This is an optimization exercise on Yosys and OpenROAD, whose aim is small area, not a production implementation. The RTL was checked by simulation tests, not by an equivalence proof against the original design. Power figures rest on the tool's default switching activity, not on a simulated workload.

## P
==> flow/design.v <==
module stack(d_in, d_out, push, pop, reset, empty, full, clock);
input  [15:0] d_in;
input         push, pop, reset, clock;
output reg    empty, full;
output reg [15:0] d_out;
reg  [6:0]    n;           
reg           ph;          
reg  [1023:0] st;          
wire push_ok = push & ~full & ~reset;
wire pop_ok  = pop & ~empty & ~reset & (~push | full);
wire [6:0] n_next = n + {6'd0, push_ok} - {6'd0, pop_ok};
wire [6:0] m = n - {6'd0, pop_ok};
wire [8:0] m_hlt, m_heq;    
wire [7:0] m_lle;           
genvar k, l, g, b;
generate
    for (k = 0; k < 8; k = k + 1) begin : mh
        assign m_hlt[k] = reset | (~m[6] & (m[5:3] < k));
        assign m_heq[k] = ~m[6] & (m[5:3] == k);
    end
    for (l = 0; l < 8; l = l + 1) begin : ml
        assign m_lle[l] = (m[2:0] <= l);
    end
endgenerate
wire [8:0] n_hoh;           
wire [7:0] n_loh;           
generate
    for (k = 0; k < 8; k = k + 1) begin : nh
        assign n_hoh[k] = ~n[6] & (n[5:3] == k);
    end
    assign n_hoh[8] = n[6];
    for (l = 0; l < 8; l = l + 1) begin : nl
        assign n_loh[l] = (n[2:0] == l);
    end
endgenerate
wire [63:0] r, sel;
generate
    for (g = 0; g < 64; g = g + 1) begin : dec
        assign r[g]   = m_hlt[g / 8] | (m_heq[g / 8] & m_lle[g % 8]);
        assign sel[g] = n_hoh[(g + 1) / 8] & n_loh[(g + 1) % 8];
    end
endgenerate
wire [15:0] wdat = d_in ^ {16{ph}};
wire [15:0] c_even = ~{16{push_ok & ~n[0]}} | wdat;
wire [15:0] c_odd  = ~{16{push_ok &  n[0]}} | wdat;
generate
    for (g = 0; g < 64; g = g + 1) begin : row
        wire [15:0] c = (g % 2 == 0) ? c_even : c_odd;
        always @(posedge clock)
            st[16*g +: 16] <= ~(st[16*g +: 16] | ({16{r[g]}} & c));
    end
endgenerate
wire [15:0] rd;
generate
    for (b = 0; b < 16; b = b + 1) begin : rcol
        wire [21:0] grp;    
        for (k = 0; k < 21; k = k + 1) begin : rg
            assign grp[k] = ~((sel[3*k]   & st[16*(3*k)   + b]) |
                              (sel[3*k+1] & st[16*(3*k+1) + b]) |
                              (sel[3*k+2] & st[16*(3*k+2) + b]));
        end
        assign grp[21] = ~(sel[63] & st[16*63 + b]);
        assign rd[b] = ~&grp;
    end
endgenerate
always @(posedge clock) begin
    if (reset) begin
        n     <= 7'd0;
        ph    <= 1'b0;
        empty <= 1'b1;
        full  <= 1'b0;
        d_out <= 16'h0000;
    end else begin
        n     <= n_next;
        ph    <= ~ph;
        empty <= (n_next == 7'd0);
        full  <= n_next[6];
        d_out <= pop_ok ? (rd ^ {16{ph}}) : 16'h0000;
    end
end
endmodule
Settings: LEC_CHECK=0, CAP_MARGIN=20, CORE_MARGIN=2, CORE_UTILIZATION=60, SLEW_MARGIN=20; clock period 7.0 ns.
standard.sh (not shown) runs the stock make flow with config.mk's settings and CLKGATE_MAP_FILE= SYNTH_SCRIPT=/design/flow/synth_recipe.tcl, a recipe that flattens the netlist after the stock synthesis.
==> flow/flow/run.sh <==
#!/bin/bash
# Own layout flow: the standard ORFS flow (standard.sh) with
#  - synthesis mapped by an area-oriented ABC script (registers unchanged:
#    same synth script, only the combinational mapping script differs),
#  - small port buffers, and a clock tree of small clock buffers without
#    dummy loads.
set -euo pipefail
W=$(pwd)
F=$W/flow

# synthesis script: the standard flow's synth_recipe.tcl, sourcing a copy of ORFS's
# synth.tcl whose abc call uses flow/abc_area.script
sed "s|log_cmd abc {\*}\$abc_args|set abc_args [lreplace \$abc_args 1 1 $F/abc_area.script]; log_cmd abc {*}\$abc_args|" \
    "$FLOW_HOME/scripts/synth.tcl" > "$W/own_synth.tcl"
grep -q "abc_area.script\]; log_cmd abc" "$W/own_synth.tcl"
sed "s|source \$::env(SCRIPTS_DIR)/synth.tcl|source $W/own_synth.tcl|" synth_recipe.tcl > "$W/own_synth_recipe.tcl"
grep -q "own_synth.tcl" "$W/own_synth_recipe.tcl"

CTS=$(cat "$F/cts_args.txt")

bash standard.sh \
    SYNTH_SCRIPT="$W/own_synth_recipe.tcl" \
    BUFFER_PORTS_ARGS="-buffer_cell sky130_fd_sc_hd__buf_1" \
    CTS_ARGS="$CTS" \
    finish > "$W/flow_make.log" 2>&1
==> flow/flow/abc_area.script <==
&get -n
&st
&dch
&nf -R 1000
&put
topo
stime -c
==> flow/flow/cts_args.txt <==
-sink_clustering_enable -repair_clock_nets -dont_use_dummy_load -buf_list sky130_fd_sc_hd__clkbuf_4 -sink_clustering_size 8 -sink_clustering_max_diameter 40
P | status: complete | timing, DRC, antenna: pass
### P -> Q
--- a/flow/flow/run.sh
+++ b/flow/flow/run.sh
@@ -7,0 +8 @@
+export UPSIZE_FO=10
@@ -24,0 +26 @@
+    PRE_GLOBAL_PLACE_TCL="$F/pre_gpl.tcl" \
==> flow/flow/cts_args.txt <==
-sink_clustering_enable -repair_clock_nets -dont_use_dummy_load -buf_list sky130_fd_sc_hd__clkbuf_4 -sink_clustering_size 10 -sink_clustering_max_diameter 40
==> flow/flow/pre_gpl.tcl (new file) <==
# size up the drivers of high-fanout nets (row selects, write buses) so
# that placement does not need to buffer them
set n 0
foreach inst [get_cells *] {
  set cell [get_property $inst ref_name]
  if {![regexp {^sky130_fd_sc_hd__(nor2|nand2|a21oi|o21ai|nor2b|nand2b|and2|or2|a21o|o21a|xnor2|xor2|inv|clkinv)_(0|1)$} $cell -> base drv]} continue
  foreach pin [get_pins -of_objects $inst -filter "direction==output"] {
    set net [get_nets -of_objects $pin]
    set fo [llength [get_pins -of_objects $net -filter "direction==input"]]
    if {$fo >= $::env(UPSIZE_FO)} {
      replace_cell $inst sky130_fd_sc_hd__${base}_2
      incr n
    }
  }
}
puts "pre_gpl: upsized $n drivers"
==> run notes <==
- Q closes out successfully: all stages finished, all timing, DRC and antenna checks passed.
- Sort Q and P by time the final worst path needs with I/O delays and setup desc -> top: Q
- Between Q and P, it is Q whose post-placement cell area is lower, by 1.1%.
- HPWL after detailed placement: P vs Q — no meaningful difference
- Against P, Q reports a count of clock-buffer cells in the layout that is lower.
Changes in R relative to Q:
# Q
export LEC_CHECK = 0
export CAP_MARGIN = 20
export CORE_MARGIN = 2
export CORE_UTILIZATION = 60
export SLEW_MARGIN = 20
create_clock -name core_clock -period 7.0 [get_ports {clock}]
# R
export LEC_CHECK = 0
export CAP_MARGIN = 20
export CORE_MARGIN = 2
export CORE_UTILIZATION = 60
export GPL_TIMING_DRIVEN = 0
export SLEW_MARGIN = 20
create_clock -name core_clock -period 7.0 [get_ports {clock}]
--- a/flow/flow/run.sh
+++ b/flow/flow/run.sh
@@ -8 +7,0 @@
-export UPSIZE_FO=10
@@ -26 +24,0 @@
-    PRE_GLOBAL_PLACE_TCL="$F/pre_gpl.tcl" \
==> flow/flow/cts_args.txt <==
-sink_clustering_enable -repair_clock_nets -dont_use_dummy_load -buf_list sky130_fd_sc_hd__clkbuf_8 -sink_clustering_size 14 -sink_clustering_max_diameter 50
removed: flow/flow/pre_gpl.tcl
Results
Clock period minus worst slack up 1.63 ns in R wrt Q. Going from Q to R, fraction of power spent switching nets shows a reduction of 0.76 points; number of clock buffers in the layout shows a reduction of about 34%; fraction of area in registers shows a reduction of 2.7 points; total wirelength of the detailed-routed design shows a reduction of 1.4%. Diff Q -> R | number of filler instances in the final layout | decrease of 390. The layout overhead on the synthesized area reported for R is greater than that of Q by 5.1 points.
## Diff of input files: S against R
==> flow/flow/cts_args.txt <==
-sink_clustering_enable -repair_clock_nets -dont_use_dummy_load -buf_list sky130_fd_sc_hd__clkbuf_4 -sink_clustering_size 8 -sink_clustering_max_diameter 40
[summary]
Internal power of the cells went down slightly going from R to S.
Relative to R, post-route met1 wirelength increased by about 0.6% in S.
Status: overall power after layout parity (R, S)
Clock power: higher on R
Changes observed in S relative to R: final period utilization decreased by 0.18 points relative to the old numbers, setup slack has increased, part of the power in the clock network lower.
diff inputs: S => T
# S
export LEC_CHECK = 0
export CAP_MARGIN = 20
export CORE_MARGIN = 2
export CORE_UTILIZATION = 60
export GPL_TIMING_DRIVEN = 0
export SLEW_MARGIN = 20
create_clock -name core_clock -period 7.0 [get_ports {clock}]
# T
export LEC_CHECK = 0
export CAP_MARGIN = 20
export CORE_MARGIN = 2
export CORE_UTILIZATION = 60
export SLEW_MARGIN = 20
create_clock -name core_clock -period 7.0 [get_ports {clock}]
--- a/flow/flow/run.sh
+++ b/flow/flow/run.sh
@@ -7,0 +8 @@
+export UPSIZE_FO=10
@@ -24,0 +26 @@
+    PRE_GLOBAL_PLACE_TCL="$F/pre_gpl.tcl" \
==> flow/flow/pre_gpl.tcl (new file) <==
# size up the drivers of high-fanout nets (row selects, write buses) so
# that placement does not need to buffer them
set n 0
foreach inst [get_cells *] {
  set cell [get_property $inst ref_name]
  if {![regexp {^sky130_fd_sc_hd__(nor2|nand2|a21oi|o21ai|nor2b|nand2b|and2|or2|a21o|o21a|xnor2|xor2|inv|clkinv)_(0|1)$} $cell -> base drv]} continue
  foreach pin [get_pins -of_objects $inst -filter "direction==output"] {
    set net [get_nets -of_objects $pin]
    set fo [llength [get_pins -of_objects $net -filter "direction==input"]]
    if {$fo >= $::env(UPSIZE_FO)} {
      replace_cell $inst sky130_fd_sc_hd__${base}_2
      incr n
    }
  }
}
puts "pre_gpl: upsized $n drivers"
### Flow results
Taking S as the reference, in T first-iteration DRC count went down 354, headroom to the max-slew limit decreased by 2.7 points relative to the old numbers, routability-driven placement congestion ratio went up, fraction of layout instances using a drive strength above 1 fell 2.1 points. Between S and T, the buffering overhead is higher for S. T vs S — vias after detailed routing dropped 190.

[separate check: timing with driven ports]
The flow's constraints put no driver on any port. The routed layouts listed below were extracted and timed again, unchanged, in two steps. Step 1: set_driving_cell puts a clkbuf_16 on clock and a buf_2 on each other input, an assumption about the parent block. Step 2 times the ports against the registers' clock, not the clock port: input delays grow and output delays shrink by t, the midpoint of the rising clock arrivals with the driver on. Slacks: ideal ports / drivers / drivers and shift; pairs: ideal ports / drivers.
run	t, ns	slack for setup (ns)	worst setup path after step 2	clock arrival spread, ns	worst register clock-pin slew, ns
P	1.062	2.195 / 2.195 / 1.187	input to register	0.083 / 0.083	0.10 / 0.10
Q	1.086	1.889 / 1.889 / 0.880	input to register	0.103 / 0.103	0.11 / 0.11
R	0.754	0.257 / 0.182 / -0.572	input to register	0.043 / 0.043	0.10 / 0.10
S	1.080	0.270 / 0.212 / -0.868	input to register	0.101 / 0.100	0.10 / 0.10
T	1.062	1.982 / 1.926 / 0.864	input to register	0.089 / 0.089	0.10 / 0.10
Met with ideal ports but missed after step 2: setup timing in R and S. For S, which loses most, drivers alone change the setup slack by -0.058 ns; drivers and shift together by -1.138 ns.
